Source: an optimization exercise on an open RTL-to-GDS flow (aim: small area). Production flows keep margins and buffers that such runs may drop. At most, simulation tests tie the RTL to the original design; equivalence was not proved. For run 1, only the layout was checked, not whether the RTL still works. The flow treats the clock pin as an ideal source, which a real chip does not have. Power and IR drop assume default switching activity.

--- flow/design.v ---
`timescale 1ns/1ps
module fifo_tx (
    input  wire       clk_fifo_tx,
    input  wire       rst,
    input  wire [7:0] data_in,
    input  wire       wr_en,
    input  wire       start_tx,
    input  wire       next_frame,
    output wire [7:0] data_out,
    output reg        fifo_tx_status
);
    reg [7:0] mem [0:16];
    reg [4:0] count;
    wire push = wr_en && !count[4];
    wire load = next_frame || (start_tx && !fifo_tx_status);
    wire nz   = |count;
    wire pop  = load && nz;
    integer i;
    always @(posedge clk_fifo_tx) begin
        if (push) begin
            mem[0] <= data_in;
            for (i = 1; i < 17; i = i + 1)
                mem[i] <= mem[i-1];
        end
    end
    wire [7:0] m0 = count[4] ? mem[16] : mem[0];
    reg  [7:0] l1 [0:3];
    always @(*) begin
        case (count[1:0])
            2'd0: l1[0] = m0;
            2'd1: l1[0] = mem[1];
            2'd2: l1[0] = mem[2];
            default: l1[0] = mem[3];
        endcase
        for (i = 1; i < 4; i = i + 1)
            case (count[1:0])
                2'd0: l1[i] = mem[4*i];
                2'd1: l1[i] = mem[4*i+1];
                2'd2: l1[i] = mem[4*i+2];
                default: l1[i] = mem[4*i+3];
            endcase
    end
    assign data_out = l1[count[3:2]];
    always @(posedge clk_fifo_tx) begin
        if (rst) begin
            count <= 0;
            fifo_tx_status <= 1'b0;
        end else begin
            if (load)
                fifo_tx_status <= nz;
            count <= count + push - pop;
        end
    end
endmodule
`timescale 1ns/1ps
module transmitter #(
    parameter BAUD_DIV = 100
)(
    input  wire [7:0] pc_t,
    input  wire       clk,
    input  wire       rst,
    input  wire       fifo_status,
    output reg        tx,
    output reg        dma_txend
);
    reg [3:0] index;
    reg [6:0] clk_count;
    reg [7:0] tsr;
    wire idle = index[3] & index[1];
    wire take = idle & fifo_status;
    wire last = (clk_count == 7'd75);
    wire [6:0] cnt_step = {clk_count[5:0], ~(clk_count[6] ^ clk_count[5])};
    reg bitv;
    always @(*) begin
        case (index)
            4'd0: bitv = 1'b0;
            4'd1: bitv = tsr[0];
            4'd2: bitv = tsr[1];
            4'd3: bitv = tsr[2];
            4'd4: bitv = tsr[3];
            4'd5: bitv = tsr[4];
            4'd6: bitv = tsr[5];
            4'd7: bitv = tsr[6];
            4'd8: bitv = tsr[7];
            default: bitv = 1'b1;
        endcase
    end
    always @(posedge clk) begin
        if (take)
            tsr <= pc_t;
        if (idle || last)
            clk_count <= 0;
        else
            clk_count <= cnt_step;
    end
    always @(posedge clk) begin
        if (rst) begin
            index     <= 4'd10;
            tx        <= 1'b1;
            dma_txend <= 1'b0;
        end else begin
            dma_txend <= take;
            tx <= bitv;
            if (take)
                index <= 4'd0;
            else if (!idle && last)
                index <= index + 1;
        end
    end
endmodule
`timescale 1ns/1ps
module receiver #(
    parameter BAUD_DIV = 100
)(
    input  wire clk_r,
    input  wire rst,
    input  wire rx,
    output reg  dma_rxend,
    output reg [7:0] data_out
);
    reg [3:0] state;
    reg [6:0] clk_cnt;
    wire idle  = (state == 4'd8);
    wire last  = (clk_cnt == 7'd75);
    wire [6:0] cnt_step = {clk_cnt[5:0], ~(clk_cnt[6] ^ clk_cnt[5])};
    always @(posedge clk_r) begin
        if (idle)
            clk_cnt <= 7'd43;
        else if (last)
            clk_cnt <= 0;
        else
            clk_cnt <= cnt_step;
        if (!state[3] && last)
            data_out <= {rx, data_out[7:1]};
    end
    always @(posedge clk_r) begin
        if (rst) begin
            state     <= 4'd8;
            dma_rxend <= 1'b0;
        end else begin
            case (state)
                4'd8: begin
                    dma_rxend <= 1'b0;
                    if (!rx) state <= 4'd9;
                end
                4'd9: if (last) state <= rx ? 4'd8 : 4'd0;
                4'd10: if (last) begin
                    if (rx) begin
                        dma_rxend <= 1'b1;
                        state <= 4'd11;
                    end else
                        state <= 4'd8;
                end
                4'd11: state <= 4'd8;
                default: if (last) state <= (state == 4'd7) ? 4'd10 : state + 1;
            endcase
        end
    end
endmodule
`timescale 1ns/1ps
module uart (
    input  wire       clk,
    input  wire       rst,
    input  wire [7:0] pc_in_t,
    input  wire       wr_en,
    input  wire       start_tx,
    output wire [7:0] pc_out_r,
    output wire       tx,
    input  wire       rx,
    output wire       rx_done
);
    wire [7:0] data;
    wire fifo_status;
    wire dma_txend;
    fifo_tx ft (
        .clk_fifo_tx(clk),
        .rst(rst),
        .data_in(pc_in_t),
        .wr_en(wr_en),
        .start_tx(start_tx),
        .next_frame(dma_txend),
        .data_out(data),
        .fifo_tx_status(fifo_status)
    );
    transmitter #(.BAUD_DIV(100)) t (
        .pc_t(data),
        .clk(clk),
        .rst(rst),
        .fifo_status(fifo_status),
        .tx(tx),
        .dma_txend(dma_txend)
    );
    receiver #(.BAUD_DIV(100)) r (
        .clk_r(clk),
        .rst(rst),
        .rx(rx),
        .dma_rxend(rx_done),
        .data_out(pc_out_r)
    );
endmodule
--- flow/run.sh ---
#!/bin/bash
# synth_recipe.tcl (not shown) runs the flow's synth.tcl, then flattens the netlist and writes it again
# the make line also repeats each setting of config.mk as NAME=value (left out here)
make -C /OpenROAD-flow-scripts/flow DESIGN_CONFIG=/design/flow/config.mk WORK_HOME=/design/flow/orfs CLKGATE_MAP_FILE= SYNTH_SCRIPT=/design/flow/synth_recipe.tcl finish
--- flow/config.mk ---
export PLATFORM = sky130hd
export DESIGN_NAME = uart
export DESIGN_NICKNAME = uart
export VERILOG_FILES = /design/flow/design.v
export SDC_FILE = /design/flow/constraint.sdc
export NUM_CORES = 4
export LEC_CHECK = 0
export CAP_MARGIN = 20
export CORE_MARGIN = 2
export CORE_UTILIZATION = 60
export CTS_BUF_LIST = sky130_fd_sc_hd__clkbuf_8
export CTS_CLUSTER_SIZE = 30
export SLEW_MARGIN = 20
--- flow/constraint.sdc ---
create_clock -name core_clock -period 10.0 [get_ports {clk}]
set_input_delay 2.0000 -clock core_clock [delete_from_list [all_inputs] [get_ports {clk}]]
set_output_delay 2.0000 -clock core_clock [all_outputs]
set_load 0.01 [all_outputs]
==> results of run 1 <==
==> registers in the layout, indices dropped and copies added (netlist names), 4 cells and up <==
name	flops
ft.mem	136
t.tsr	8
r.data_out	8
r.state	4
ft.count	5
r.clk_cnt	7
t.index	4
t.clk_count	7
==> routing by layer <==
layer,share of wire,GRT usage
met5,0,0
met4,0.010,0.0675
met3,0.059,0.0757
met2,0.45,0.298
met1,0.48,0.300
==> power by group <==
group	switching [W]	internal (W)
sequential	0.000105	0.00105
clock	0.000251	0.000192
combinational	0.000322	0.000216
total	0.000678	0.00146
==> metrics by stage <==
stage | std cells | hold slack [ns]
after floorplan | 500 | 0.402
after global placement | 651 | 0.410
after detailed placement | 651 | 0.422
after CTS | 683 | 0.443
after global routing | 683 | 0.456
final | 683 | 0.439
==> area by class of cell <==
cell class	count	area [sq um]	area share
tap	147	184	0.0229
timing repair buffer	25	246	0.0307
multi-input combinational	279	2000	0.249
clock inverter	15	113	0.0140
inverter	17	63.8	0.00795
clock buffer	17	234	0.0291
sequential	183	5190	0.646
==> cell families after synthesis <==
kind of cell               Yosys count  synth area share
DFF                                183             0.707
and+or+nand+nor                    102            0.0730
AOI/OAI and AO/OA                   96            0.0817
muxes                               59            0.0805
buffers and inverters               38            0.0217
adders and majority gates           18            0.0317
xor gates and xnor gates             4           0.00478
==> final timing paths <==
check | start | end | slack, ns
min reg2reg | r.clk_cnt[2] | r.clk_cnt[3] | 0.44
max | wr_en | ft.count[4] | 5.76
max reg2reg | ft.count[0] | ft.count[4] | 6.63
min | r.clk_cnt[2] | r.clk_cnt[3] | 0.44
==> cell usage in the layout, fill, tap and decap left out, types with 18 or more instances in the layout <==
| cell type | Yosys | layout |
|---|---|---|
| edfxtp_1 | 152 | 152 |
| mux2i_1 | 59 | 59 |
| o21ai_0 | 19 | 19 |
| a21oi_1 | 28 | 28 |
| nand2_1 | 19 | 19 |
| dfxtp_1 | 31 | 30 |
| nor2_1 | 29 | 29 |
| clkdlybuf4s50_1 | 0 | 22 |
| inv_1 | 16 | 18 |
==> results by group, run 1 <==
Outcome
  • Outcome: complete, no violations

STA
  • Final worst slack: ~5.8 ns
  • Final period util: 0.424
  • Min Tclk post-route: between 4 and 5 ns
  • Final Skew: around 0.014 ns
  • Fmax: between 200 and 250 MHz
  • Final setup violation count: 0
  • Slew margin rel.: 0.347
  • Final Hold Fails: 0
  • TNS Setup: 0 ns
  • Unrepaired setup endpoints after global routing: no
  • Slew @ Worst Pin: between 0.9 and 1 ns
  • Slew Viols, Final: 0

Flow run
  • Max_cap viols: 0

Route
  • Iteration-0 DRC Markers: around 460
  • Routed Antenna Nets: 0
  • DRC Markers: 0
  • Via count: 4052
  • First-pass iteration count of the detailed router: 6
  • Wire per inst: approximately 19 um
  • Routed WL: approximately 13000 um
  • Vias per cell: 5.93

CTS
  • Post-CTS setup buffer count: 0
  • CTS tree: yes
  • Number of gates resized after CTS: 0
  • Clock buffer depth: 2
  • H-tree levels: 4
  • Worst-path clk slew: 0.09 ns
  • CTS Sinks: about 180
  • Number of buffers created by CTS: 17
  • Number of buffers inserted by hold repair at cts: 0
  • CTS Root Cell: clkbuf_8
  • Clock latency at the later pin of the worst-skew pair: 0.46 ns

Setup path
  • Cell Chain, Critical Path: clkdlybuf4s50_1 -> nor2b_4 -> buf_4 -> ha_1 -> inv_1 -> fa_1 -> nor2b_1 -> o21bai_1 -> a21oi_1 -> nor3b_1
  • Critical path buffers and inverters: 3
  • Reg2reg path depth: 11
  • Worst path depth: 10
  • Critical path peak fanout: 76
  • Max incr delay on CP: about 0.73 ns
  • CP endpoint kind: flop
  • Worst Path Required: ~10 ns
  • CP delay by family, top: buffers and inverters
  • CP Launch Type: primary input
  • Worst EP arrival: ~4.6 ns
  • Critical path type: primary input to flop
  • Slowest-stage cell, CP: buf_4

GRT
  • Vias in the first global route: between 3k and 4k
  • Antenna violations before repair: 0
  • All-Layer GR Usage: 0.209
  • Total grt overflow: 0
  • Largest net degree at the start of global routing: between 70 and 80
  • First-pass GRT wire length: 20300 um

Final layout
  • Share of cells above drive strength 1: 0.0653
  • Fin area: roughly 0.008 sq mm
  • N_diodes: 0
  • FILL cells: 832
  • Area grow syn2layout: 9.45%
  • Final net count: around 550
  • Post-layout util: 0.671

Power
  • Pwr Total: approximately 0.0021 W
  • Pwr Density: between 200 and 300 mW/mm^2
  • LEAKAGE: ~2.8 nW
  • Max rail drop VDD: roughly 0.16 mV

Die
  • Effective utilization at floorplan: 0.613
  • I/O pins: 23
  • Core ar.: about 0.012 sq mm
  • Die H: about 110 um
  • Die footprint: 0.0131 sq mm
  • Die Wd: roughly 110 um
  • Standard-cell rows: 40

Yosys
  • Mapped Avg Cell Area: between 10 and 15 sq um
  • Synth Cell Area: ~0.0073 sq mm
  • Sequential element share of the synthesized area: 0.707
  • Top FF cell, synth: edfxtp_1
  • Yosys warning count: 5
  • Register bit count reported by yosys: approximately 180
  • Top cells by count, synth: 152 x edfxtp_1, 59 x mux2i_1, 31 x dfxtp_1, 29 x nor2_1, 28 x a21oi_1
  • Post-synth EDFFs: between 150 and 200
  • Largest cells by area after synthesis: edfxtp_1 62%, dfxtp_1 8.5%, mux2i_1 8.0%
  • Top-area cell type share of the netlist area: 0.622
  • Mapped Cells: 500
  • Library cells used by synthesis: 50
  • Post-Syn Nets: 531
  • Dominant cell type by area after synthesis: edfxtp_1
  • Top-count cell post-synth: edfxtp_1
  • Async SR Flop Fraction: 0

Placement
  • Buffers on Ports: 22
  • Placed wire-length estimate: 7620 um
  • Pre-CTS setup slack: around 5.3 ns
  • RD Place Congestion: just under 0.8
  • Placed instance area: around 0.0077 sq mm

Hold path
  • WHS Path Cells: 1
  • Hold WC Path Type: flop to flop
==> run 2: changes to the inputs <==
--- a/flow/design.v
+++ b/flow/design.v
@@ -6,41 +6,32 @@
     input  wire       wr_en,
     input  wire       start_tx,
     input  wire       next_frame,
-    output wire [7:0] data_out,
+    output reg  [7:0] data_out,
     output reg        fifo_tx_status
 );
-    reg [7:0] mem [0:16];
+    reg [7:0] mem [0:15];
     reg [4:0] count;
     wire push = wr_en && !count[4];
     wire load = next_frame || (start_tx && !fifo_tx_status);
     wire nz   = |count;
     wire pop  = load && nz;
+    wire [7:0] rmem [0:15];
+    genvar g;
+    generate
+        for (g = 0; g < 16; g = g + 1) begin : rm
+            assign rmem[g] = mem[(g + 15) % 16];
+        end
+    endgenerate
     integer i;
     always @(posedge clk_fifo_tx) begin
         if (push) begin
             mem[0] <= data_in;
-            for (i = 1; i < 17; i = i + 1)
+            for (i = 1; i < 16; i = i + 1)
                 mem[i] <= mem[i-1];
         end
+        if (pop)
+            data_out <= rmem[count[3:0]];
     end
-    wire [7:0] m0 = count[4] ? mem[16] : mem[0];
-    reg  [7:0] l1 [0:3];
-    always @(*) begin
-        case (count[1:0])
-            2'd0: l1[0] = m0;
-            2'd1: l1[0] = mem[1];
-            2'd2: l1[0] = mem[2];
-            default: l1[0] = mem[3];
-        endcase
-        for (i = 1; i < 4; i = i + 1)
-            case (count[1:0])
-                2'd0: l1[i] = mem[4*i];
-                2'd1: l1[i] = mem[4*i+1];
-                2'd2: l1[i] = mem[4*i+2];
-                default: l1[i] = mem[4*i+3];
-            endcase
-    end
-    assign data_out = l1[count[3:2]];
     always @(posedge clk_fifo_tx) begin
         if (rst) begin
             count <= 0;
==> results by group, run 2 <==
Setup path
  • Worst EP arrival: 4.85 ns (+0.29 ns)
  • Critical path type: primary input to flop
  • Most common cell type on the critical path: a21oi_1
  • Worst path depth: 11 (+1)
  • Slowest-stage cell, CP: a31oi_1
  • Worst Path Required: 10.37 ns (+0.05 ns)
  • Cell Chain, Critical Path: clkdlybuf4s50_1 -> a21oi_1 -> a31oi_1 -> ha_1 -> inv_1 -> ha_1 -> fa_1 -> a21oi_1 -> nor2_1 -> or3_1 -> a21oi_1
  • Crit path from: start_tx
  • Max incr delay on CP: 0.65 ns (-0.08 ns)
  • Critical path peak fanout: 9 (-88%)
  • CP delay by family, top: compound AO/OA/AOI/OAI gates
  • CP Launch Type: primary input
  • Worst r2r src: ft.count[0]
  • CP endpoint kind: flop
  • Critical path buffers and inverters: 2 (-1)
  • Reg2reg path depth: 11 (unchanged)

CTS
  • CTS tree: yes
  • Worst-path clk slew: 0.08 ns (about the same)
  • Number of buffers inserted by hold repair at cts: 0 (unchanged)
  • Post-CTS setup buffer count: 0 (unchanged)
  • Number of gates resized after CTS: 0 (unchanged)
  • CTS Sinks: 183 (unchanged)
  • Clock latency at the later pin of the worst-skew pair: 0.45 ns (about the same)
  • CTS Root Cell: clkbuf_8
  • Clock buffer depth: 2 (unchanged)
  • H-tree levels: 4 (unchanged)
  • Number of buffers created by CTS: 17 (unchanged)

Yosys
  • Register bit count reported by yosys: 183 (unchanged)
  • Top-count cell post-synth: edfxtp_1
  • Mapped Cells: 491 (-1.8%)
  • Sequential element share of the synthesized area: 0.723 (+0.0159)
  • Post-synthesis adder-cell area fraction: 0.0307 (-0.00103)
  • Top FF cell, synth: edfxtp_1
  • Mapped Avg Cell Area: 14.6 sq um (-0.41%)
  • Largest cells by area after synthesis: edfxtp_1 64%, dfxtp_1 8.6%, a22oi_1 3.2%
  • Top cells by count, synth: 152 x edfxtp_1, 31 x a22oi_1, 31 x dfxtp_1, 29 x a21oi_1, 25 x nor2_1
  • Compound-Gate Fraction of Synth Area: 0.125 (+0.0433)
  • Simple-gate share of the synthesized area: 0.0806 (+0.00757)
  • Top-area cell type share of the netlist area: 0.636 (+0.0140)
  • Library cells used by synthesis: 53 (+6.0%)
  • Post-synth EDFFs: 152 (unchanged)
  • Multiplexer share of the synthesized area: 0.0101 (-0.0704)
  • Async SR Flop Fraction: 0 (unchanged)
  • Main combinational cell family by area after synthesis: compound AO/OA/AOI/OAI gates
  • Xor/xnor share of the synthesized area: 0.00610 (+0.00133)
  • Yosys warning count: 4 (-1)
  • Synth Cell Area: 0.00718 sq mm (-2.2%)
  • Post-Syn Nets: 521 (-1.9%)
  • Dominant cell type by area after synthesis: edfxtp_1

Hold path
  • Hold Crit Start: ft.data_out[0]
  • WHS Path Cells: 0 (-1)
  • Hold WC Path Type: flop to flop

Die
  • Standard-cell rows: 39 (-2.5%)
  • Die Wd: 113 um (-1.1%)
  • Effective utilization at floorplan: 0.620 (+0.00708)
  • Die H: 113 um (-1.1%)
  • I/O pins: 23 (unchanged)
  • Die footprint: 0.0129 sq mm (-2.1%)
  • Core ar.: 0.0116 sq mm (-3.3%)

Final layout
  • Share of cells above drive strength 1: 0.0810 (+0.0157)
  • FILL cells: 827 (-0.60%)
  • Commonest non-fill, non-tap cell in the layout: edfxtp_1
  • Largest register FFs: 128 (-5.9%)
  • Final net count: 548 (-1.1%)
  • Most frequent cells in the layout: 152 x edfxtp_1, 31 x a22oi_1, 31 x dfxtp_1
  • Fin area: 0.00789 sq mm (-1.7%)
  • Most flops, register: ft.mem
  • Area grow syn2layout: 10.0%
  • Final cell count without fillers: 674 (-1.3%)
  • N_diodes: 0 (unchanged)

Placement
  • Buffers on Ports: 22 (unchanged)
  • RD Place Congestion: 0.817 (+4.3%)
  • Placed wire-length estimate: 8040 um (+5.5%)
  • Pre-CTS setup slack: 5.08 ns (-0.203 ns)
  • Placed Instances: 642 (-1.4%)
  • Placed instance area: 0.00753 sq mm (-1.9%)

GRT
  • Vias in the first global route: 4146 (+6.9%)
  • First-pass GRT wire length: 21500 um (+6.2%)
  • Total grt overflow: 0 (unchanged)
  • Antenna violations before repair: 0 (unchanged)
  • Largest net degree at the start of global routing: 80 (+2.6%)
  • All-Layer GR Usage: 0.222 (+0.0131)

STA
  • Final Skew: 0.0130 ns (-0.00102 ns)
  • Min Tclk post-route: 4.48 ns (+0.237 ns)
  • Final Hold Fails: 0 (unchanged)
  • Slew @ Worst Pin: 0.967 ns (-0.0119 ns)
  • Hold_ws: 0.421 ns (-0.0182 ns)
  • Final setup violation count: 0 (unchanged)
  • Final period util: 0.448 (+0.0237)
  • Unrepaired setup endpoints after global routing: no
  • Fmax: 223 MHz (-5.3%)
  • TNS Setup: 0 ns (unchanged)
  • Final worst slack: 5.52 ns (-0.237 ns)
  • Slew margin rel.: 0.355 (+0.00792)
  • Slew Viols, Final: 0 (unchanged)

Power
  • Pwr Density: 279 mW/mm^2 (+4.7%)
  • Max rail drop VDD: 0.194 mV (+18%)
  • LEAKAGE: 2.72 nW (-2.4%)

Route
  • DRC Markers: 0 (unchanged)
  • First-pass iteration count of the detailed router: 5 (-1)
  • Routed Antenna Nets: 0 (unchanged)
  • Vias per cell: 6.21 (+4.7%)
  • Wire per inst: 19.5 um (+4.1%)
  • Iteration-0 DRC Markers: 451 (-1.7%)
  • Routed WL: 13100 um (+2.7%)
  • Via count: 4187 (+3.3%)

Flow run
  • Max_cap viols: 0 (unchanged)

Outcome
  • Outcome: complete, no violations
==> run 2: changes by cell type in the layout (fill, tap and decap cells not counted), moves of 5 or more <==
cell,delta
and2_1,+6
mux2i_1,-54
nor4_1,-6
a31oi_1,+10
nand2_1,+5
o21bai_1,-9
inv_1,+6
a22oi_1,+24
o22ai_1,-9
buf_4,+6
nand3_1,+8
==> run 2: final cells by class <==
| class | count | area (sq um) | area share |
|---|---|---|---|
| inverter | 19 | 71.3 | 0.00903 |
| sequential | 183 | 5180 | 0.657 |
| timing repair buffer | 30 | 280 | 0.0355 |
| clock inverter | 15 | 125 | 0.0159 |
| clock buffer | 17 | 234 | 0.0296 |
| tap | 143 | 179 | 0.0227 |
| multi-input combinational | 267 | 1820 | 0.230 |
==> run 2: where the power goes <==
part           total [W]  switching (W)  internal (W)
sequential       0.00114      0.0000846       0.00105
combinational   0.000605       0.000388      0.000217
clock           0.000457       0.000243      0.000214
total            0.00220       0.000716       0.00148
==> run 2: logic make-up (layout without fill, tap and decap cells) <==
logic type      Yosys count  after routing
compound gates          128            128
buf+inv                  41             81
mux                       6              6
flops                   183            183
simple gates            111            111
xor+xnor                  5              5
fa+ha+maj                17             17
==> run 2: path summary, 6_finish.rpt <==
path	end	slack [ns]
min reg2reg	t.tsr[0]	0.42
max	ft.count[4]	5.52
min	t.tsr[0]	0.42
max reg2reg	ft.count[4]	6.51
==> run 2: metrics by stage <==
stage                      util  power [W]
after floorplan               -    0.00159
after global placement    0.652    0.00173
after detailed placement  0.652    0.00175
after CTS                 0.683    0.00221
after global routing      0.683    0.00233
final                     0.683    0.00220
==> run 2: routing by layer <==
metal,track usage,part of all wire
met3,0.0557,0.064
met4,0.0870,0.020
met2,0.342,0.47
met5,0,0
met1,0.308,0.44
==> run 3: changes to the inputs <==
==> flow/flow/run.sh (new file) <==
#!/bin/bash
# Own layout flow: the standard ORFS flow (standard.sh) with
#  - synthesis mapped by an area-oriented ABC script (flow/area.abc) and
#    without Yosys's separate adder mapping, so ABC maps the adders too;
#    registers come out of the same Yosys steps as the standard synthesis;
#  - input/output ports buffered with buf_1 cells.
# Each tool's output goes to a log file of its own in the work folder.
set -euo pipefail
W=$(pwd)
export MY_ABC_SCRIPT=$W/flow/area.abc
make -C "$FLOW_HOME" DESIGN_CONFIG="$W/config.mk" WORK_HOME="$W/orfs" CLKGATE_MAP_FILE= \
    SYNTH_SCRIPT="$W/flow/synth.tcl" ADDER_MAP_FILE= synth > "$W/synth.log" 2>&1
export BUFFER_PORTS_ARGS="-buffer_cell sky130_fd_sc_hd__buf_1"
bash standard.sh > "$W/layout.log" 2>&1
==> flow/flow/area.abc (new file) <==
strash
&get -n
&fraig -x
&put
scorr
dc2
strash
&get -n
&dch -f
&nf -p -R 1000 -a
&put
strash
&get -n
&dch -f
&nf -p -R 1000 -a
&put
==> flow/flow/synth.tcl (new file) <==
# The standard synthesis script (synth_recipe.tcl) with one change: the ABC
# call in ORFS's synth.tcl uses the area-oriented script in $MY_ABC_SCRIPT.
proc synth {args} { yosys synth -nofsm -noshare {*}$args }
set fh [open $::env(SCRIPTS_DIR)/synth.tcl]; set src [read $fh]; close $fh
set call {log_cmd abc {*}$abc_args}
if {[string first $call $src] < 0} { error "ABC call not found in synth.tcl" }
set src [string map [list $call {log_cmd abc {*}[lreplace $abc_args 1 1 $::env(MY_ABC_SCRIPT)]}] $src]
eval $src
# left out here: clear keep_hierarchy, flatten, clean up, hide names made inside functions, write 1_2_yosys.v
==> flow/standard.sh (new file) <==
#!/bin/bash
# synth_recipe.tcl (not shown) runs the flow's synth.tcl, then flattens the netlist and writes it again
# the make line also repeats each setting of config.mk as NAME=value (left out here)
make -C /OpenROAD-flow-scripts/flow DESIGN_CONFIG=/design/flow/config.mk WORK_HOME=/design/flow/orfs CLKGATE_MAP_FILE= SYNTH_SCRIPT=/design/flow/synth_recipe.tcl "${@:-finish}"
removed: flow/run.sh
==> results by group, run 3 <==
Setup path
  • Cell Chain, Critical Path: buf_1 -> nor2b_4 -> buf_4 -> and2_0 -> and2_0 -> o21bai_1 -> nand2_1 -> a21oi_1 -> nand3_1 -> a211oi_1
  • Critical path buffers and inverters: 2 (unchanged)
  • Reg2reg path depth: 12 (+1)
  • Crit path from: wr_en
  • CP delay by family, top: buffers and inverters
  • Worst Path Required: 10.37 ns (about the same)
  • Worst r2r src: ft.count[2]
  • Critical path type: primary input to flop
  • Slowest-stage cell, CP: buf_4
  • CP endpoint kind: flop
  • Worst path depth: 10 (-1)
  • Critical path peak fanout: 80 (+71)
  • Max incr delay on CP: 0.73 ns (+0.08 ns)
  • Worst EP arrival: 4.13 ns (-0.72 ns)
  • CP Launch Type: primary input
  • Most common cell type on the critical path: and2_0

Yosys
  • Register bit count reported by yosys: 183 (unchanged)
  • Top cells by count, synth: 152 x edfxtp_1, 31 x dfxtp_1, 27 x nand2_1, 26 x nor2_1, 22 x a222oi_1
  • Top FF cell, synth: edfxtp_1
  • Top-count cell post-synth: edfxtp_1
  • Library cells used by synthesis: 34 (-36%)
  • Top-area cell type share of the netlist area: 0.700 (+0.0642)
  • Dominant cell type by area after synthesis: edfxtp_1
  • Post-synth EDFFs: 152 (unchanged)
  • Largest cells by area after synthesis: edfxtp_1 70%, dfxtp_1 9.5%, a222oi_1 3.4%
  • Sequential element share of the synthesized area: 0.796 (+0.0730)
  • Post-Syn Nets: 409 (-21%)
  • Yosys warning count: 4 (unchanged)
  • Async SR Flop Fraction: 0 (unchanged)
  • Synth Cell Area: 0.00652 sq mm (-9.2%)
  • Mapped Cells: 396 (-19%)
  • Mapped Avg Cell Area: 16.5 sq um (+13%)

CTS
  • Number of buffers inserted by hold repair at cts: 0 (unchanged)
  • Number of buffers created by CTS: 17 (unchanged)
  • CTS Root Cell: clkbuf_8
  • H-tree levels: 4 (unchanged)
  • CTS Sinks: 183 (unchanged)
  • CTS tree: yes
  • Post-CTS setup buffer count: 0 (unchanged)
  • Clock buffer depth: 2 (unchanged)
  • Number of gates resized after CTS: 0 (unchanged)
  • Worst-path clk slew: 0.09 ns (about the same)
  • Clock latency at the later pin of the worst-skew pair: 0.46 ns (about the same)

Route
  • Iteration-0 DRC Markers: 591 (+31%)
  • Vias per cell: 6.17 (-0.71%)
  • DRC Markers: 0 (unchanged)
  • Wire per inst: 21.1 um (+8.7%)
  • Routed Antenna Nets: 0 (unchanged)
  • Via count: 3676 (-12%)
  • First-pass iteration count of the detailed router: 5 (unchanged)
  • Routed WL: 12600 um (-3.9%)

Power
  • Max rail drop VDD: 0.174 mV (-10%)
  • Pwr Density: 276 mW/mm^2 (-0.77%)
  • LEAKAGE: 2.40 nW (-12%)

Flow run
  • Max_cap viols: 0 (unchanged)

STA
  • Min Tclk post-route: 3.75 ns (-0.724 ns)
  • Fmax: 266 MHz (+19%)
  • Final period util: 0.375 (-0.0724)
  • Unrepaired setup endpoints after global routing: no
  • Slew margin rel.: 0.326 (-0.0292)
  • Final Skew: 0.00933 ns (-0.00369 ns)
  • TNS Setup: 0 ns (unchanged)
  • Final Hold Fails: 0 (unchanged)
  • Slew Viols, Final: 0 (unchanged)
  • Slew @ Worst Pin: 1.01 ns (+0.0401 ns)
  • Final setup violation count: 0 (unchanged)

Final layout
  • Commonest non-fill, non-tap cell in the layout: edfxtp_1
  • FILL cells: 757 (-8.5%)
  • Multi-input logic area: 0.00133 sq mm (-27%)
  • Most frequent cells in the layout: 152 x edfxtp_1, 31 x dfxtp_1, 27 x nand2_1
  • Register Area: 0.00518 sq mm (unchanged)
  • Most flops, register: ft.mem
  • Final cell count without fillers: 596 (-12%)
  • Area grow syn2layout: 11.5%
  • N_diodes: 0 (unchanged)
  • Largest register FFs: 128 (unchanged)
  • Share of cells above drive strength 1: 0.0899 (+0.00893)
  • Final net count: 456 (-17%)
  • Fin area: 0.00727 sq mm (-7.9%)

Placement
  • Buffers on Ports: 22 (unchanged)
  • Placed wire-length estimate: 7730 um (-3.9%)
  • RD Place Congestion: 0.756 (-7.5%)
  • Placed instance area: 0.00683 sq mm (-9.3%)
  • Placed Instances: 564 (-12%)

GRT
  • Antenna violations before repair: 0 (unchanged)
  • First-pass GRT wire length: 19200 um (-11%)
  • Total grt overflow: 0 (unchanged)
  • Largest net degree at the start of global routing: 81 (+1.3%)
  • Vias in the first global route: 3503 (-16%)
  • All-Layer GR Usage: 0.232 (+0.0103)

Die
  • Effective utilization at floorplan: 0.609 (-0.0112)
  • Die footprint: 0.0117 sq mm (-8.9%)
  • Core ar.: 0.0107 sq mm (-7.5%)
  • Die H: 108 um (-4.5%)
  • Die Wd: 108 um (-4.5%)
  • I/O pins: 23 (unchanged)
  • Standard-cell rows: 38 (-2.6%)

Hold path
  • Hold WC Path Type: flop to flop
  • WHS Path Cells: 0 (unchanged)
  • Hold Crit Start: ft.data_out[2]

Outcome
  • Outcome: complete, no violations
-- run 3: cell count changes after synthesis, sizes merged, moves of 9 or more --
cell and change:
o21ai -12, nand3 -9, a22oi -14, a222oi +17, a21oi -18, buf -15
inv -18, ha -16
-- run 3: worst paths after layout --
path	end	slack (ns)
setup / recovery	ft.count[4]	6.25
hold / removal	t.tsr[2]	0.42
setup reg to reg	ft.count[4]	7.12
hold reg to reg	t.tsr[2]	0.42
-- run 3: metal layers --
layer | wire length [um] | part of all wire | GRT usage
met5 | 0 | 0 | 0
met4 | 216 | 0.017 | 0.0879
met3 | 993 | 0.079 | 0.0820
met1 | 5510 | 0.44 | 0.326
met2 | 5880 | 0.47 | 0.338
-- run 3: power breakdown --
group	internal, W	leakage, nW	switching [W]
combinational	0.000128	0.464	0.000231
sequential	0.00102	1.73	0.0000924
clock	0.000273	0.212	0.000261
total	0.00143	2.40	0.000584
-- run 3: through the flow --
step / hold WS [ns] / setup WS [ns] / util / power (W)
floorplan: 0.400 / 0.963 / - / 0.00135
global placement: 0.401 / 5.87 / 0.639 / 0.00147
detailed placement: 0.405 / 5.74 / 0.639 / 0.00148
CTS: 0.424 / 6.25 / 0.679 / 0.00202
global route: 0.430 / 6.05 / 0.679 / 0.00211
finish: 0.424 / 6.25 / 0.679 / 0.00201
-- run 3: cells by family (layout without fill, tap and decap cells) --
| group | count (synthesis) | in the layout | synth area share |
|---|---|---|---|
| AOI/OAI and AO/OA | 76 | 76 | 0.0906 |
| buffers and inverters | 5 | 65 | 0.00288 |
| muxes | 1 | 1 | 0.00346 |
| xor gates and xnor gates | 9 | 9 | 0.0121 |
| DFF | 183 | 183 | 0.796 |
| and+or+nand+nor | 122 | 122 | 0.0954 |
-- run 3: final cells by class --
type	count	share of cell area
inverter	5	0.00258
timing repair buffer	28	0.0176
multi-input combinational	208	0.182
tap	140	0.0241
clock buffer	17	0.0322
clock inverter	15	0.0277
sequential	183	0.713
==> run 4: changes to the inputs <==
--- a/flow/design.v
+++ b/flow/design.v
@@ -52,51 +52,50 @@
     input  wire       rst,
     input  wire       fifo_status,
     output reg        tx,
-    output reg        dma_txend
+    output wire       dma_txend
 );
-    reg [3:0] index;
+    localparam IDLE = 4'd15, PRE = 4'd14;
+    reg [3:0] state;
     reg [6:0] clk_count;
     reg [7:0] tsr;
-    wire idle = index[3] & index[1];
-    wire take = idle & fifo_status;
     wire last = (clk_count == 7'd75);
     wire [6:0] cnt_step = {clk_count[5:0], ~(clk_count[6] ^ clk_count[5])};
-    reg bitv;
+    wire idle = (state == IDLE) || (state == 4'd9 && last);
+    wire take = idle & fifo_status;
+    assign dma_txend = (state == PRE);
     always @(*) begin
-        case (index)
-            4'd0: bitv = 1'b0;
-            4'd1: bitv = tsr[0];
-            4'd2: bitv = tsr[1];
-            4'd3: bitv = tsr[2];
-            4'd4: bitv = tsr[3];
-            4'd5: bitv = tsr[4];
-            4'd6: bitv = tsr[5];
-            4'd7: bitv = tsr[6];
-            4'd8: bitv = tsr[7];
-            default: bitv = 1'b1;
+        case (state)
+            4'd0: tx = 1'b0;
+            4'd1: tx = tsr[0];
+            4'd2: tx = tsr[1];
+            4'd3: tx = tsr[2];
+            4'd4: tx = tsr[3];
+            4'd5: tx = tsr[4];
+            4'd6: tx = tsr[5];
+            4'd7: tx = tsr[6];
+            4'd8: tx = tsr[7];
+            default: tx = 1'b1;
         endcase
     end
     always @(posedge clk) begin
         if (take)
             tsr <= pc_t;
-        if (idle || last)
+        if (state[3] & state[2] || last)
             clk_count <= 0;
         else
             clk_count <= cnt_step;
     end
     always @(posedge clk) begin
-        if (rst) begin
-            index     <= 4'd10;
-            tx        <= 1'b1;
-            dma_txend <= 1'b0;
-        end else begin
-            dma_txend <= take;
-            tx <= bitv;
-            if (take)
-                index <= 4'd0;
-            else if (!idle && last)
-                index <= index + 1;
-        end
+        if (rst)
+            state <= IDLE;
+        else if (take)
+            state <= PRE;
+        else if (idle)
+            state <= IDLE;
+        else if (state == PRE)
+            state <= 4'd0;
+        else if (last)
+            state <= state + 1;
     end
 endmodule
 `timescale 1ns/1ps
@@ -106,14 +105,15 @@
     input  wire clk_r,
     input  wire rst,
     input  wire rx,
-    output reg  dma_rxend,
+    output wire dma_rxend,
     output reg [7:0] data_out
 );
     reg [3:0] state;
     reg [6:0] clk_cnt;
-    wire idle  = (state == 4'd8);
+    wire idle  = (state == 4'd8) || (state == 4'd12);
     wire last  = (clk_cnt == 7'd75);
     wire [6:0] cnt_step = {clk_cnt[5:0], ~(clk_cnt[6] ^ clk_cnt[5])};
+    assign dma_rxend = (state == 4'd11) || (state == 4'd12);
     always @(posedge clk_r) begin
         if (idle)
             clk_cnt <= 7'd43;
@@ -126,23 +126,13 @@
     end
     always @(posedge clk_r) begin
         if (rst) begin
-            state     <= 4'd8;
-            dma_rxend <= 1'b0;
+            state <= 4'd8;
         end else begin
             case (state)
-                4'd8: begin
-                    dma_rxend <= 1'b0;
-                    if (!rx) state <= 4'd9;
-                end
+                4'd8, 4'd12: state <= rx ? 4'd8 : 4'd9;
                 4'd9: if (last) state <= rx ? 4'd8 : 4'd0;
-                4'd10: if (last) begin
-                    if (rx) begin
-                        dma_rxend <= 1'b1;
-                        state <= 4'd11;
-                    end else
-                        state <= 4'd8;
-                end
-                4'd11: state <= 4'd8;
+                4'd10: if (last) state <= rx ? 4'd11 : 4'd8;
+                4'd11: state <= 4'd12;
                 default: if (last) state <= (state == 4'd7) ? 4'd10 : state + 1;
             endcase
         end
--- a/flow/config.mk
+++ b/flow/config.mk
@@ -9,5 +9,6 @@
 export CORE_MARGIN = 2
 export CORE_UTILIZATION = 60
 export CTS_BUF_LIST = sky130_fd_sc_hd__clkbuf_8
+export CTS_CLUSTER_DIAMETER = 100
 export CTS_CLUSTER_SIZE = 30
 export SLEW_MARGIN = 20
==> results by group, run 4 <==
STA
  • Final worst slack: 6.13 ns (-0.114 ns)
  • Final Skew: 0.0134 ns (+0.00406 ns)
  • Final Hold Fails: 0 (unchanged)
  • Fmax: 259 MHz (-3.0%)
  • Slew Viols, Final: 0 (unchanged)
  • Slew margin rel.: 0.300 (-0.0256)
  • Final period util: 0.387 (+0.0114)
  • Min Tclk post-route: 3.87 ns (+0.114 ns)
  • Slew @ Worst Pin: 1.05 ns (+0.0383 ns)
  • Final setup violation count: 0 (unchanged)
  • TNS Setup: 0 ns (unchanged)
  • Unrepaired setup endpoints after global routing: no

CTS
  • Number of buffers created by CTS: 17 (unchanged)
  • CTS Sinks: 180 (-1.6%)
  • Post-CTS setup buffer count: 0 (unchanged)
  • H-tree levels: 4 (unchanged)
  • Worst-path clk slew: 0.08 ns (about the same)
  • CTS Root Cell: clkbuf_8
  • Clock buffer depth: 2 (unchanged)
  • Clock latency at the later pin of the worst-skew pair: 0.46 ns (about the same)
  • Number of gates resized after CTS: 0 (unchanged)
  • Number of buffers inserted by hold repair at cts: 0 (unchanged)
  • CTS tree: yes

Yosys
  • Top-area cell type share of the netlist area: 0.706 (+0.00528)
  • Synth Cell Area: 0.00647 sq mm (-0.75%)
  • Sequential element share of the synthesized area: 0.792 (-0.00328)
  • Compound-Gate Fraction of Synth Area: 0.101 (+0.0107)
  • Mapped Cells: 400 (+1.0%)
  • Post-synthesis adder-cell area fraction: 0 (unchanged)
  • Dominant cell type by area after synthesis: edfxtp_1
  • Multiplexer share of the synthesized area: 0.00155 (-0.00191)
  • Register bit count reported by yosys: 180 (-1.6%)
  • Yosys warning count: 4 (unchanged)
  • Top-count cell post-synth: edfxtp_1
  • Top cells by count, synth: 152 x edfxtp_1, 34 x nand2_1, 28 x a222oi_1, 28 x dfxtp_1, 28 x nor2_1
  • Top FF cell, synth: edfxtp_1
  • Largest cells by area after synthesis: edfxtp_1 71%, dfxtp_1 8.7%, a222oi_1 4.3%
  • Xor/xnor share of the synthesized area: 0.00542 (-0.00668)
  • Main combinational cell family by area after synthesis: compound AO/OA/AOI/OAI gates
  • Post-Syn Nets: 413 (+0.98%)
  • Async SR Flop Fraction: 0 (unchanged)
  • Library cells used by synthesis: 35 (+2.9%)
  • Post-synth EDFFs: 152 (unchanged)
  • Simple-gate share of the synthesized area: 0.0971 (+0.00169)
  • Mapped Avg Cell Area: 16.2 sq um (-1.7%)

Setup path
  • Crit path from: t.state[1]
  • Slowest-stage cell, CP: dfxtp_1
  • Worst Path Required: 8.00 ns (-2.37 ns)
  • Worst EP arrival: 1.87 ns (-2.26 ns)
  • Critical Path End: tx
  • CP endpoint kind: output pin
  • RR Endpoint: ft.count[4]
  • Worst r2r src: ft.count[2]
  • Critical path type: flop to output pin
  • Critical path peak fanout: 6 (-93%)
  • Flop2flop setup slack: 6.49 ns (-0.63 ns)
  • Most common cell type on the critical path: a21oi_1
  • Cell Chain, Critical Path: nor2b_1 -> a221o_1 -> a21oi_1 -> a31oi_1 -> nor2_1 -> a21oi_1 -> buf_1
  • CP Launch Type: flop
  • Max incr delay on CP: 0.42 ns (-0.31 ns)
  • Reg2reg path depth: 12 (unchanged)

GRT
  • Antenna violations before repair: 0 (unchanged)
  • Met3 Resource Use GR: 0.0684 (-0.0136)
  • Total grt overflow: 0 (unchanged)
  • GRT met1 Usage: 0.351 (+0.0246)
  • M2 GR Usage: 0.340 (+0.00180)
  • Largest net degree at the start of global routing: 74 (-8.6%)
  • Vias in the first global route: 3639 (+3.9%)
  • GR peak layer: met1
  • First-pass GRT wire length: 19800 um (+3.3%)
  • All-Layer GR Usage: 0.238 (+0.00629)

Power
  • Sw Share: 0.295 (+0.00426)
  • Pwr Density: 276 mW/mm^2 (-0.30%)
  • Combinational share of power: 0.196 (+0.018)
  • Switch Pwr: 0.000582 W (-0.32%)
  • Internal power: 0.00139 W (-2.3%)
  • Max rail drop VDD: 0.208 mV (+19%)
  • Reg power frac: 0.563 (+0.007)
  • Clock share of power: 0.241 (-0.025)
  • LEAKAGE: 2.44 nW (+1.5%)

Die
  • Effective utilization at floorplan: 0.621 (+0.0118)
  • Die Wd: 108 um (-0.36%)
  • Die H: 108 um (-0.36%)
  • Core ar.: 0.0104 sq mm (-2.6%)
  • Standard-cell rows: 37 (-2.6%)
  • Die footprint: 0.0116 sq mm (-0.73%)
  • I/O pins: 23 (unchanged)

Final layout
  • Final cell count without fillers: 594 (-0.34%)
  • Most frequent cells in the layout: 152 x edfxtp_1, 34 x nand2_1, 28 x nor2_1, 28 x a222oi_1, 28 x dfxtp_1
  • Commonest non-fill, non-tap cell in the layout: edfxtp_1
  • Area grow syn2layout: 10.7%
  • Fin area: 0.00716 sq mm (-1.5%)
  • Largest register FFs: 128 (unchanged)
  • Share of cells above drive strength 1: 0.0721 (-0.0179)
  • Most flops, register: ft.mem
  • Final net count: 458 (+0.44%)
  • N_diodes: 0 (unchanged)

Hold path
  • WHS Path Cells: 0 (unchanged)
  • Hold WC Path Type: flop to flop

Flow run
  • Max_cap viols: 0 (unchanged)

Route
  • Routed WL: 12600 um (-0.31%)
  • DRC Markers: 0 (unchanged)
  • First-pass iteration count of the detailed router: 5 (unchanged)
  • Routed Antenna Nets: 0 (unchanged)
  • Wire per inst: 21.2 um (about the same)
  • Vias per cell: 6.37 (+3.3%)
  • Iteration-0 DRC Markers: 684 (+16%)
  • Via count: 3784 (+2.9%)

Placement
  • Buffers on Ports: 22 (unchanged)
  • Placed wire-length estimate: 7590 um (-1.7%)
  • Placed instance area: 0.00677 sq mm (-0.86%)
  • Placed Instances: 562 (-0.35%)
  • RD Place Congestion: 0.763 (+0.86%)
  • Pre-CTS setup slack: 5.96 ns (+0.217 ns)

Outcome
  • Outcome: complete, no violations
==> run 4: kinds of logic after synthesis <==
logic type / after synthesis
multiplexers: 1
flip-flops: 180
AND/OR/NAND/NOR: 128
buffers and inverters: 4
AO/OA/AOI/OAI: 83
XOR/XNOR: 4
==> run 4: worst min-delay path by stage <==
stage / from / to / slack, ns
CTS: ft.data_out[7] / t.tsr[7] / 0.43
detailed placement: ft.data_out[2] / t.tsr[2] / 0.41
finish: ft.data_out[2] / t.tsr[2] / 0.43
floorplan: ft.data_out[0] / t.tsr[0] / 0.40
global placement: ft.data_out[6] / t.tsr[6] / 0.40
global route: ft.data_out[3] / t.tsr[3] / 0.44
==> run 4: layout make-up <==
| type | count | area, sq um |
|---|---|---|
| timing repair buffer | 26 | 113 |
| clock inverter | 11 | 98.8 |
| multi-input combinational | 216 | 1350 |
| tap | 136 | 170 |
| inverter | 4 | 15.0 |
| clock buffer | 21 | 289 |
| fill | 735 | 3250 |
| sequential | 180 | 5120 |
==> run 4: layer usage <==
metal	wire length (um)	up-vias	share of wire
li1	-	1725	-
met3	1150	20	0.092
met2	5820	195	0.46
met4	272	0	0.022
met1	5320	1844	0.42
met5	0	-	0
==> run 4: stage by stage <==
step	hold slack (ns)	power, W	util
4_1_cts	0.430	0.00198	0.688
6_report	0.428	0.00197	0.688
3_3_place_gp	0.403	0.00149	0.650
5_1_grt	0.440	0.00208	0.688
2_1_floorplan	0.400	0.00137	-
3_5_place_dp	0.408	0.00151	0.650
==> run 4: power by group through the flow <==
stage / clock, W / sequential (W) / combinational (W)
finish: 0.000475 / 0.00111 / 0.000387
global route: 0.000516 / 0.00113 / 0.000431
CTS: 0.000485 / 0.00111 / 0.000385
detailed placement: 0 / 0.00113 / 0.000382
global placement: 0 / 0.00112 / 0.000373
floorplan: 0 / 0.00110 / 0.000270
==> run 4: worst max-delay path, delay by kind of cell (launching register included) <==
kind            cells  cell delay, ns
compound gates      4            0.51
buf+inv             1            0.16
flops               1            0.42
simple gates        2            0.33
==> run 5: changes to the inputs <==
--- a/flow/config.mk
+++ b/flow/config.mk
@@ -8,7 +8,6 @@
 export CAP_MARGIN = 20
 export CORE_MARGIN = 2
 export CORE_UTILIZATION = 60
-export CTS_BUF_LIST = sky130_fd_sc_hd__clkbuf_8
-export CTS_CLUSTER_DIAMETER = 100
-export CTS_CLUSTER_SIZE = 30
+export CTS_BUF_LIST = sky130_fd_sc_hd__clkbuf_4 sky130_fd_sc_hd__clkbuf_8
+export CTS_CLUSTER_SIZE = 20
 export SLEW_MARGIN = 20
==> results by group, run 5 <==
Yosys
  • Top cells by count, synth: 152 x edfxtp_1, 34 x nand2_1, 28 x a222oi_1, 28 x dfxtp_1, 28 x nor2_1
  • Dominant cell type by area after synthesis: edfxtp_1
  • Top-area cell type share of the netlist area: 0.706 (unchanged)
  • Post-synth EDFFs: 152 (unchanged)
  • Mapped Cells: 400 (unchanged)
  • Register bit count reported by yosys: 180 (unchanged)
  • Library cells used by synthesis: 35 (unchanged)
  • Synth Cell Area: 0.00647 sq mm (unchanged)
  • Sequential element share of the synthesized area: 0.792 (unchanged)
  • Largest cells by area after synthesis: edfxtp_1 71%, dfxtp_1 8.7%, a222oi_1 4.3%
  • Post-Syn Nets: 413 (unchanged)
  • Top FF cell, synth: edfxtp_1
  • Yosys warning count: 4 (unchanged)
  • Mapped Avg Cell Area: 16.2 sq um (unchanged)
  • Async SR Flop Fraction: 0 (unchanged)
  • Top-count cell post-synth: edfxtp_1

GRT
  • Antenna violations before repair: 0 (unchanged)
  • Met3 Resource Use GR: 0.0775 (+0.00908)
  • Vias in the first global route: 3627 (-0.33%)
  • GR peak layer: met1
  • All-Layer GR Usage: 0.239 (+0.000797)
  • First-pass GRT wire length: 19800 um (+0.24%)
  • GRT met1 Usage: 0.352 (+0.00170)
  • Total grt overflow: 0 (unchanged)
  • M2 GR Usage: 0.338 (-0.00180)
  • Largest net degree at the start of global routing: 74 (unchanged)

Hold path
  • Hold Path End: t.tsr[4]
  • WHS Path Cells: 0 (unchanged)
  • Hold WC Path Type: flop to flop
  • Hold Crit Start: ft.data_out[4]

Setup path
  • Worst EP arrival: 1.86 ns (about the same)
  • Max incr delay on CP: 0.42 ns (about the same)
  • Critical path buffers and inverters: 1 (unchanged)
  • Critical path peak fanout: 6 (unchanged)
  • CP Launch Type: flop
  • Cell Chain, Critical Path: nor2b_1 -> a221o_1 -> a21oi_1 -> a31oi_1 -> nor2_1 -> a21oi_1 -> buf_1
  • CP endpoint kind: output pin
  • Critical path type: flop to output pin
  • Flop2flop setup slack: 6.46 ns (-0.03 ns)
  • Slowest-stage cell, CP: dfxtp_1
  • Most common cell type on the critical path: a21oi_1
  • Worst Path Required: 8.00 ns (about the same)
  • CP delay by family, top: compound AO/OA/AOI/OAI gates
  • Worst r2r src: ft.count[2]
  • Reg2reg path depth: 12 (unchanged)
  • RR Endpoint: ft.count[4]

STA
  • Slew @ Worst Pin: 1.06 ns (+0.0143 ns)
  • Min Tclk post-route: 3.86 ns (-0.00252 ns)
  • Final Hold Fails: 0 (unchanged)
  • Unrepaired setup endpoints after global routing: no
  • Final period util: 0.386 (about the same)
  • Final setup violation count: 0 (unchanged)
  • Slew Viols, Final: 0 (unchanged)
  • Fmax: 259 MHz (about the same)
  • Slew margin rel.: 0.291 (-0.00958)
  • Final Skew: 0.0111 ns (-0.00230 ns)
  • TNS Setup: 0 ns (unchanged)

Placement
  • Buffers on Ports: 22 (unchanged)
  • Placed Instances: 562 (unchanged)
  • Placed instance area: 0.00677 sq mm (unchanged)
  • Placed wire-length estimate: 7590 um (unchanged)
  • RD Place Congestion: 0.763 (unchanged)

Power
  • Clock share of power: 0.250 (+0.009)
  • Combinational share of power: 0.194 (-0.002)
  • Reg power frac: 0.556 (-0.007)
  • Pwr Density: 278 mW/mm^2 (+0.91%)
  • Max rail drop VDD: 0.207 mV (-0.64%)
  • Switch Pwr: 0.000581 W (-0.17%)
  • LEAKAGE: 2.43 nW (-0.21%)
  • Pwr Total: 0.00200 W (+1.3%)
  • Internal power: 0.00142 W (+1.9%)
  • Sw Share: 0.291 (-0.00423)

CTS
  • Number of buffers inserted by hold repair at cts: 0 (unchanged)
  • Clock buffer depth: 2 (unchanged)
  • H-tree levels: 4 (unchanged)
  • Clock latency at the later pin of the worst-skew pair: 0.45 ns (about the same)
  • CTS Sinks: 180 (unchanged)
  • Worst-path clk slew: 0.08 ns (about the same)
  • CTS Root Cell: clkbuf_8
  • Number of gates resized after CTS: 0 (unchanged)
  • Number of buffers created by CTS: 17 (unchanged)
  • CTS tree: yes
  • Post-CTS setup buffer count: 0 (unchanged)

Die
  • Core ar.: 0.0104 sq mm (unchanged)
  • Die Wd: 108 um (unchanged)
  • Standard-cell rows: 37 (unchanged)
  • Die H: 108 um (unchanged)
  • I/O pins: 23 (unchanged)
  • Die footprint: 0.0116 sq mm (unchanged)
  • Effective utilization at floorplan: 0.621 (unchanged)

Route
  • Routed WL: 12500 um (-0.41%)
  • Via count: 3758 (-0.69%)
  • DRC Markers: 0 (unchanged)
  • Iteration-0 DRC Markers: 737 (+7.7%)
  • Wire per inst: 21.1 um (-0.41%)
  • Routed Antenna Nets: 0 (unchanged)
  • Vias per cell: 6.33 (-0.69%)
  • First-pass iteration count of the detailed router: 7 (+2)

Final layout
  • Fin area: 0.00719 sq mm (+0.37%)
  • Final net count: 458 (unchanged)
  • Most flops, register: ft.mem
  • Commonest non-fill, non-tap cell in the layout: edfxtp_1
  • N_diodes: 0 (unchanged)
  • Final cell count without fillers: 594 (unchanged)
  • Area grow syn2layout: 11.1%
  • Most frequent cells in the layout: 152 x edfxtp_1, 34 x nand2_1, 28 x nor2_1, 28 x a222oi_1, 28 x dfxtp_1
  • Largest register FFs: 128 (unchanged)
  • Share of cells above drive strength 1: 0.0873 (+0.0153)

Outcome
  • Outcome: complete, no violations

Flow run
  • Max_cap viols: 0 (unchanged)
run 5: per-layer routing:
| layer | wire, um | part of all wire |
|---|---|---|
| met1 | 5340 | 0.43 |
| met2 | 5740 | 0.46 |
| met3 | 1170 | 0.093 |
| met4 | 272 | 0.022 |
| met5 | 0 | 0 |
run 5: worst max-delay path by stage:
stage | slack, ns | end | depth (start not counted) | startpoint
4_1_cts | 6.11 | tx | 7 | t.state[1]
3_3_place_gp | 6.01 | ft.mem[4][3] | 4 | wr_en
3_5_place_dp | 5.96 | ft.mem[11][3] | 4 | wr_en
2_1_floorplan | 0.96 | ft.count[4] | 8 | wr_en
6_report | 6.14 | tx | 7 | t.state[1]
5_1_grt | 5.95 | tx | 7 | t.state[1]
run 5: area by class of cell:
type	instances	area [sq um]
Clock buffer	28	342
Clock inverter	4	72.6
Fill cell	728	3230
Inverter	4	15.0
Multi-Input combinational cell	216	1350
Sequential cell	180	5120
Tap cell	136	170
Timing Repair Buffer	26	113
run 5: metrics by stage:
stage / hold WS (ns) / util / setup slack [ns]
detailed placement: 0.408 / 0.650 / 5.96
CTS: 0.431 / 0.690 / 6.11
global placement: 0.403 / 0.650 / 6.01
floorplan: 0.400 / - / 0.965
finish: 0.429 / 0.690 / 6.14
global route: 0.440 / 0.690 / 5.95
run 5: power by group through the flow:
stage / Combinational (W) / Clock [W] / Sequential (W)
after floorplan: 0.000270 / 0 / 0.00110
after global placement: 0.000373 / 0 / 0.00112
after detailed placement: 0.000382 / 0 / 0.00113
after CTS: 0.000385 / 0.000512 / 0.00111
after global routing: 0.000431 / 0.000544 / 0.00113
final: 0.000388 / 0.000500 / 0.00111
run 5: cells by family (layout without fill, tap and decap cells):
kind of cell,count (synthesis),count (layout),share of synthesized area
buffers and inverters,4,62,0.00232
flip-flops,180,180,0.792
AO/OA/AOI/OAI,83,83,0.101
multiplexers,1,1,0.00155
XOR/XNOR,4,4,0.00542
AND/OR/NAND/NOR,128,128,0.0971
==> run 6: changes to the inputs <==
==> flow/flow/run.sh (replaced) <==
#!/bin/bash
# Own layout flow: the standard ORFS flow (standard.sh) with
#  - synthesis mapped by an area-oriented ABC script (flow/area.abc) and
#    without Yosys's separate adder mapping, so ABC maps the adders too;
#    registers come out of the same Yosys steps as the standard synthesis;
#  - input/output ports buffered with buf_1 cells;
#  - clock tree options from flow/cts.args (no dummy loads).
# Each tool's output goes to a log file of its own in the work folder.
set -euo pipefail
W=$(pwd)
export MY_ABC_SCRIPT=$W/flow/area.abc
make -C "$FLOW_HOME" DESIGN_CONFIG="$W/config.mk" WORK_HOME="$W/orfs" CLKGATE_MAP_FILE= \
    SYNTH_SCRIPT="$W/flow/synth.tcl" ADDER_MAP_FILE= synth > "$W/synth.log" 2>&1
export BUFFER_PORTS_ARGS="-buffer_cell sky130_fd_sc_hd__buf_1"
# clock_tree_synthesis arguments, if flow/cts.args gives them
if [[ -f "$W/flow/cts.args" ]]; then
    CTS_ARGS=$(cat "$W/flow/cts.args")
    export CTS_ARGS
fi
bash standard.sh > "$W/layout.log" 2>&1
==> flow/flow/cts.args (new file) <==
-sink_clustering_enable -repair_clock_nets -dont_use_dummy_load -buf_list sky130_fd_sc_hd__clkbuf_8
==> flow/config.mk (replaced) <==
export PLATFORM = sky130hd
export DESIGN_NAME = uart
export DESIGN_NICKNAME = uart
export VERILOG_FILES = /design/flow/design.v
export SDC_FILE = /design/flow/constraint.sdc
export NUM_CORES = 4
export LEC_CHECK = 0
export CAP_MARGIN = 20
export CORE_MARGIN = 2
export CORE_UTILIZATION = 80
export SLEW_MARGIN = 20
==> results by group, run 6 <==
Die
  • I/O pins: 23 (unchanged)
  • Core ar.: 0.00777 sq mm (-25%)
  • Standard-cell rows: 32 (-14%)
  • Die Wd: 93.9 um (-13%)
  • Effective utilization at floorplan: 0.833 (+0.212)
  • Die H: 93.9 um (-13%)
  • Die footprint: 0.00882 sq mm (-24%)

Yosys
  • Post-synth EDFFs: 152 (unchanged)
  • Mapped Cells: 400 (unchanged)
  • Top-area cell type share of the netlist area: 0.706 (unchanged)
  • Async SR Flop Fraction: 0 (unchanged)
  • Largest cells by area after synthesis: edfxtp_1 71%, dfxtp_1 8.7%, a222oi_1 4.3%
  • Mapped Avg Cell Area: 16.2 sq um (unchanged)
  • Top FF cell, synth: edfxtp_1
  • Sequential element share of the synthesized area: 0.792 (unchanged)
  • Yosys warning count: 4 (unchanged)
  • Dominant cell type by area after synthesis: edfxtp_1
  • Post-Syn Nets: 413 (unchanged)
  • Library cells used by synthesis: 35 (unchanged)
  • Synth Cell Area: 0.00647 sq mm (unchanged)
  • Top-count cell post-synth: edfxtp_1
  • Register bit count reported by yosys: 180 (unchanged)
  • Top cells by count, synth: 152 x edfxtp_1, 34 x nand2_1, 28 x a222oi_1, 28 x dfxtp_1, 28 x nor2_1

STA
  • Final setup violation count: 0 (unchanged)
  • Slew Viols, Final: 0 (unchanged)
  • Final Hold Fails: 0 (unchanged)
  • Final period util: 0.393 (+0.00645)
  • Unrepaired setup endpoints after global routing: no
  • Fmax: 255 MHz (-1.6%)
  • Final Skew: 0.0280 ns (+0.0169 ns)
  • Min Tclk post-route: 3.93 ns (+0.0645 ns)
  • Slew margin rel.: 0.277 (-0.0138)
  • TNS Setup: 0 ns (unchanged)
  • Slew @ Worst Pin: 1.07 ns (+0.00949 ns)
  • Final worst slack: 6.07 ns (-0.0645 ns)

Setup path
  • Critical path type: flop to output pin
  • Cell Chain, Critical Path: nor2b_1 -> a221o_1 -> a21oi_1 -> a31oi_1 -> nor2_1 -> a21oi_1 -> buf_1
  • Worst path depth: 7 (unchanged)
  • Max incr delay on CP: 0.42 ns (about the same)
  • Critical Path End: tx
  • Critical path buffers and inverters: 1 (unchanged)
  • Most common cell type on the critical path: a21oi_1
  • Slowest-stage cell, CP: dfxtp_1
  • Critical path peak fanout: 6 (unchanged)
  • Worst Path Required: 8.00 ns (about the same)
  • Worst EP arrival: 1.93 ns (+0.07 ns)
  • CP delay by family, top: compound AO/OA/AOI/OAI gates
  • RR Endpoint: ft.count[4]
  • CP endpoint kind: output pin
  • Flop2flop setup slack: 6.71 ns (+0.25 ns)
  • Crit path from: t.state[1]
  • CP Launch Type: flop
  • Worst r2r src: ft.count[2]
  • Reg2reg path depth: 12 (unchanged)

CTS
  • CTS tree: yes
  • Post-CTS setup buffer count: 0 (unchanged)
  • Number of gates resized after CTS: 0 (unchanged)
  • Number of buffers created by CTS: 17 (unchanged)
  • Clock latency at the later pin of the worst-skew pair: 0.45 ns (about the same)
  • Worst-path clk slew: 0.09 ns (about the same)
  • Number of buffers inserted by hold repair at cts: 0 (unchanged)
  • CTS Sinks: 180 (unchanged)

Power
  • Pwr Density: 273 mW/mm^2 (-1.9%)
  • Internal power: 0.00131 W (-7.9%)
  • Combinational share of power: 0.216 (+0.022)
  • Pwr Total: 0.00190 W (-5.0%)
  • Sw Share: 0.312 (+0.0218)
  • Max rail drop VDD: 0.176 mV (-15%)
  • Reg power frac: 0.591 (+0.035)
  • Clock share of power: 0.192 (-0.058)
  • Switch Pwr: 0.000593 W (+2.1%)
  • LEAKAGE: 2.34 nW (-3.8%)

Final layout
  • Largest register FFs: 128 (unchanged)
  • Most frequent cells in the layout: 152 x edfxtp_1, 34 x nand2_1, 28 x nor2_1, 28 x a222oi_1, 28 x dfxtp_1
  • Final net count: 459 (+0.22%)
  • Most flops, register: ft.mem
  • Share of cells above drive strength 1: 0.0541 (-0.0333)
  • Final cell count without fillers: 546 (-8.1%)
  • Area grow syn2layout: 7.64%
  • N_diodes: 0 (unchanged)
  • Commonest non-fill, non-tap cell in the layout: edfxtp_1
  • FILL cells: 273 (-63%)

Flow run
  • Max_cap viols: 0 (unchanged)

GRT
  • First-pass GRT wire length: 21100 um (+6.2%)
  • Largest net degree at the start of global routing: 68 (-8.1%)
  • Antenna violations before repair: 0 (unchanged)
  • Vias in the first global route: 3909 (+7.8%)
  • All-Layer GR Usage: 0.338 (+0.0984)
  • Total grt overflow: 0 (unchanged)

Placement
  • Placed Instances: 529 (-5.9%)
  • Placed wire-length estimate: 8490 um (+12%)
  • RD Place Congestion: 0.837 (+9.8%)
  • Pre-CTS setup slack: 5.81 ns (-0.155 ns)
  • Buffers on Ports: 22 (unchanged)

Route
  • Wire per inst: 25.3 um (+20%)
  • Iteration-0 DRC Markers: 746 (+1.2%)
  • Via count: 4083 (+8.6%)
  • DRC Markers: 0 (unchanged)
  • First-pass iteration count of the detailed router: 8 (+1)
  • Routed WL: 13800 um (+11%)
  • Routed Antenna Nets: 0 (unchanged)
  • Vias per cell: 7.48 (+18%)

Hold path
  • Hold WC Path Type: flop to flop

Outcome
  • Outcome: complete, no violations
==> run 6: worst reg2reg max path: cells and delay by family (launching register included) <==
kind / cells / cell delay (ns)
compound gates: 4 / 1.12
xor+xnor: 1 / 0.21
buf+inv: 1 / 0.15
flops: 1 / 0.37
simple gates: 6 / 1.36
==> run 6: logic make-up after synthesis <==
family | Yosys count | share of synthesized area
and+or+nand+nor | 128 | 0.0971
muxes | 1 | 0.00155
buffers and inverters | 4 | 0.00232
AOI/OAI and AO/OA | 83 | 0.101
xor gates and xnor gates | 4 | 0.00542
DFF | 180 | 0.792
==> run 6: worst min-delay path by stage <==
stage | cells after the start | end | from
6_report | 0 | t.tsr[6] | ft.data_out[6]
3_3_place_gp | 0 | t.tsr[5] | ft.data_out[5]
4_1_cts | 0 | t.tsr[6] | ft.data_out[6]
3_5_place_dp | 0 | t.tsr[6] | ft.data_out[6]
2_1_floorplan | 0 | t.tsr[0] | ft.data_out[0]
5_1_grt | 0 | t.tsr[6] | ft.data_out[6]
==> run 6: area by class of cell <==
type	instances	area [sq um]	share of cell area
repair buffers	27	120	0.0173
multi-input cells	216	1340	0.193
clock buffers	17	234	0.0336
well taps	102	128	0.0183
flip-flops and latches	180	5120	0.736
inverters	4	15.0	0.00216
==> run 6: metrics by stage <==
step | util | cell area (sq um) | hold slack [ns]
2_1_floorplan | - | 6470 | 0.400
3_3_place_gp | 0.866 | 6720 | 0.402
3_5_place_dp | 0.866 | 6720 | 0.406
4_1_cts | 0.896 | 6960 | 0.395
5_1_grt | 0.896 | 6960 | 0.406
6_report | 0.896 | 6960 | 0.396
==> run 6: power groups by stage <==
stage | combinational, W | clock [W] | sequential [W]
CTS | 0.000398 | 0.000364 | 0.00112
detailed placement | 0.000391 | 0 | 0.00113
global route | 0.000440 | 0.000388 | 0.00114
floorplan | 0.000270 | 0 | 0.00110
global placement | 0.000363 | 0 | 0.00111
finish | 0.000411 | 0.000365 | 0.00112
==> run 6: routing by layer <==
layer  GRT usage  wire length [um]  share of wire
met1       0.445              4870           0.35
met2       0.523              6610           0.48
met3      0.0819              1730           0.13
met4       0.194               622          0.045
met5           0                 0              0
==> run 7: changes to the inputs <==
--- a/flow/config.mk
+++ b/flow/config.mk
@@ -7,5 +7,5 @@
 export LEC_CHECK = 0
 export CAP_MARGIN = 20
 export CORE_MARGIN = 2
-export CORE_UTILIZATION = 80
+export CORE_UTILIZATION = 70
 export SLEW_MARGIN = 20
==> results by group, run 7 <==
STA
  • Final Skew: 0.0314 ns (+0.00349 ns)
  • Final period util: 0.386 (-0.00651)
  • Unrepaired setup endpoints after global routing: no
  • Min Tclk post-route: 3.86 ns (-0.0651 ns)
  • Slew @ Worst Pin: 1.01 ns (-0.0643 ns)
  • Final Hold Fails: 0 (unchanged)
  • Final setup violation count: 0 (unchanged)
  • Slew margin rel.: 0.330 (+0.0529)

Final layout
  • Largest register FFs: 128 (unchanged)
  • FILL cells: 554 (+100%)
  • Most frequent cells in the layout: 152 x edfxtp_1, 34 x nand2_1, 28 x nor2_1, 28 x a222oi_1, 28 x dfxtp_1
  • Final cell count without fillers: 556 (+1.8%)
  • Area grow syn2layout: 8.24%

CTS
  • CTS Sinks: 180 (unchanged)
  • Number of buffers inserted by hold repair at cts: 0 (unchanged)
  • CTS tree: yes
  • Number of buffers created by CTS: 17 (unchanged)
  • Worst-path clk slew: 0.08 ns (about the same)

Die
  • Die Wd: 100 um (+6.6%)
  • Die footprint: 0.0100 sq mm (+14%)
  • Effective utilization at floorplan: 0.710 (-0.123)

Power
  • LEAKAGE: 2.35 nW (+0.54%)
  • Max rail drop VDD: 0.162 mV (-7.8%)

Route
  • Via count: 3774 (-7.6%)
  • Vias per cell: 6.79 (-9.2%)
  • First-pass iteration count of the detailed router: 7 (-1)
  • Wire per inst: 22.6 um (-11%)

GRT
  • Largest net degree at the start of global routing: 85 (+25%)
  • Antenna violations before repair: 0 (unchanged)
  • Vias in the first global route: 3705 (-5.2%)
  • First-pass GRT wire length: 19900 um (-5.4%)

Yosys
  • Register bit count reported by yosys: 180 (unchanged)
  • Yosys warning count: 4 (unchanged)
  • Dominant cell type by area after synthesis: edfxtp_1
  • Post-Syn Nets: 413 (unchanged)
  • Post-synth EDFFs: 152 (unchanged)
  • Top-count cell post-synth: edfxtp_1
  • Top-area cell type share of the netlist area: 0.706 (unchanged)

Setup path
  • Worst EP arrival: 1.86 ns (-0.07 ns)
  • Critical path peak fanout: 6 (unchanged)
  • Crit path from: t.state[1]
  • Worst Path Required: 8.00 ns (about the same)
  • Flop2flop setup slack: 6.57 ns (-0.14 ns)
  • CP Launch Type: flop

Placement
  • Buffers on Ports: 22 (unchanged)
  • Pre-CTS setup slack: 5.82 ns (+0.0132 ns)
  • RD Place Congestion: 0.831 (-0.72%)
  • Placed wire-length estimate: 7880 um (-7.2%)

Outcome
  • Outcome: complete, no violations
## run 7: cell counts after synthesis
Identical to the previous run, type by type.
## run 7: metal layers
layer	vias up	part of all wire	global-route usage	wire [um]
met5	-	0	0	0
met4	0	0.029	0.122	368
met3	30	0.089	0.0780	1120
met2	197	0.48	0.419	6030
met1	1842	0.40	0.372	5080
li1	1705	-	-	-
## run 7: metrics by stage
stage	total power, W	area, sq um	hold WS [ns]	utilization
floorplan	0.00137	6470	0.400	-
global route	0.00196	7000	0.401	0.769
finish	0.00187	7000	0.406	0.769
detailed placement	0.00151	6770	0.405	0.743
global placement	0.00148	6740	0.403	0.740
CTS	0.00187	7000	0.404	0.769
## run 7: critical path, stage by stage (launching register included)
cell and delay (ns):
dfxtp_1 0.40, nor2b_1 0.30, a221o_1 0.21, a21oi_1 0.04
a31oi_1 0.14, nor2_1 0.05, a21oi_1 0.12, buf_1 0.17
## run 7: layout make-up
cell class              instances  area [sq um]  area share
clock buffers                  17           234      0.0334
inverters                       4          15.0     0.00214
repair buffers                 28           148      0.0211
well taps                     111           139      0.0198
multi-input cells             216          1340       0.192
flip-flops and latches        180          5120       0.732
## run 7: logic make-up (layout without fill, tap and decap cells)
family	Yosys count	in the layout	synth area share
AND/OR/NAND/NOR	128	128	0.0971
buffers and inverters	4	49	0.00232
flip-flops	180	180	0.792
XOR/XNOR	4	4	0.00542
AO/OA/AOI/OAI	83	83	0.101
multiplexers	1	1	0.00155
## run 7: power by group
part | switching [W] | total [W] | internal (W)
clock | 0.000210 | 0.000360 | 0.000150
combinational | 0.000258 | 0.000394 | 0.000136
sequential | 0.0000932 | 0.00111 | 0.00102
total | 0.000561 | 0.00187 | 0.00131
## run 7: worst min-delay path by stage
stage	from	to	slack, ns	cells after the start
6_report	ft.data_out[5]	t.tsr[5]	0.41	0
5_1_grt	ft.data_out[5]	t.tsr[5]	0.40	0
3_5_place_dp	ft.data_out[3]	t.tsr[3]	0.41	0
3_3_place_gp	ft.data_out[6]	t.tsr[6]	0.40	0
4_1_cts	ft.data_out[5]	t.tsr[5]	0.40	0
2_1_floorplan	ft.data_out[0]	t.tsr[0]	0.40	0

Setup slack of run 7, layout unchanged: 6.136 ns with ideal ports, 6.104 ns with driving cells assumed (clock clkbuf_16, inputs buf_2), 5.788 ns with port delays also shifted by the 0.469 ns mid clock arrival.
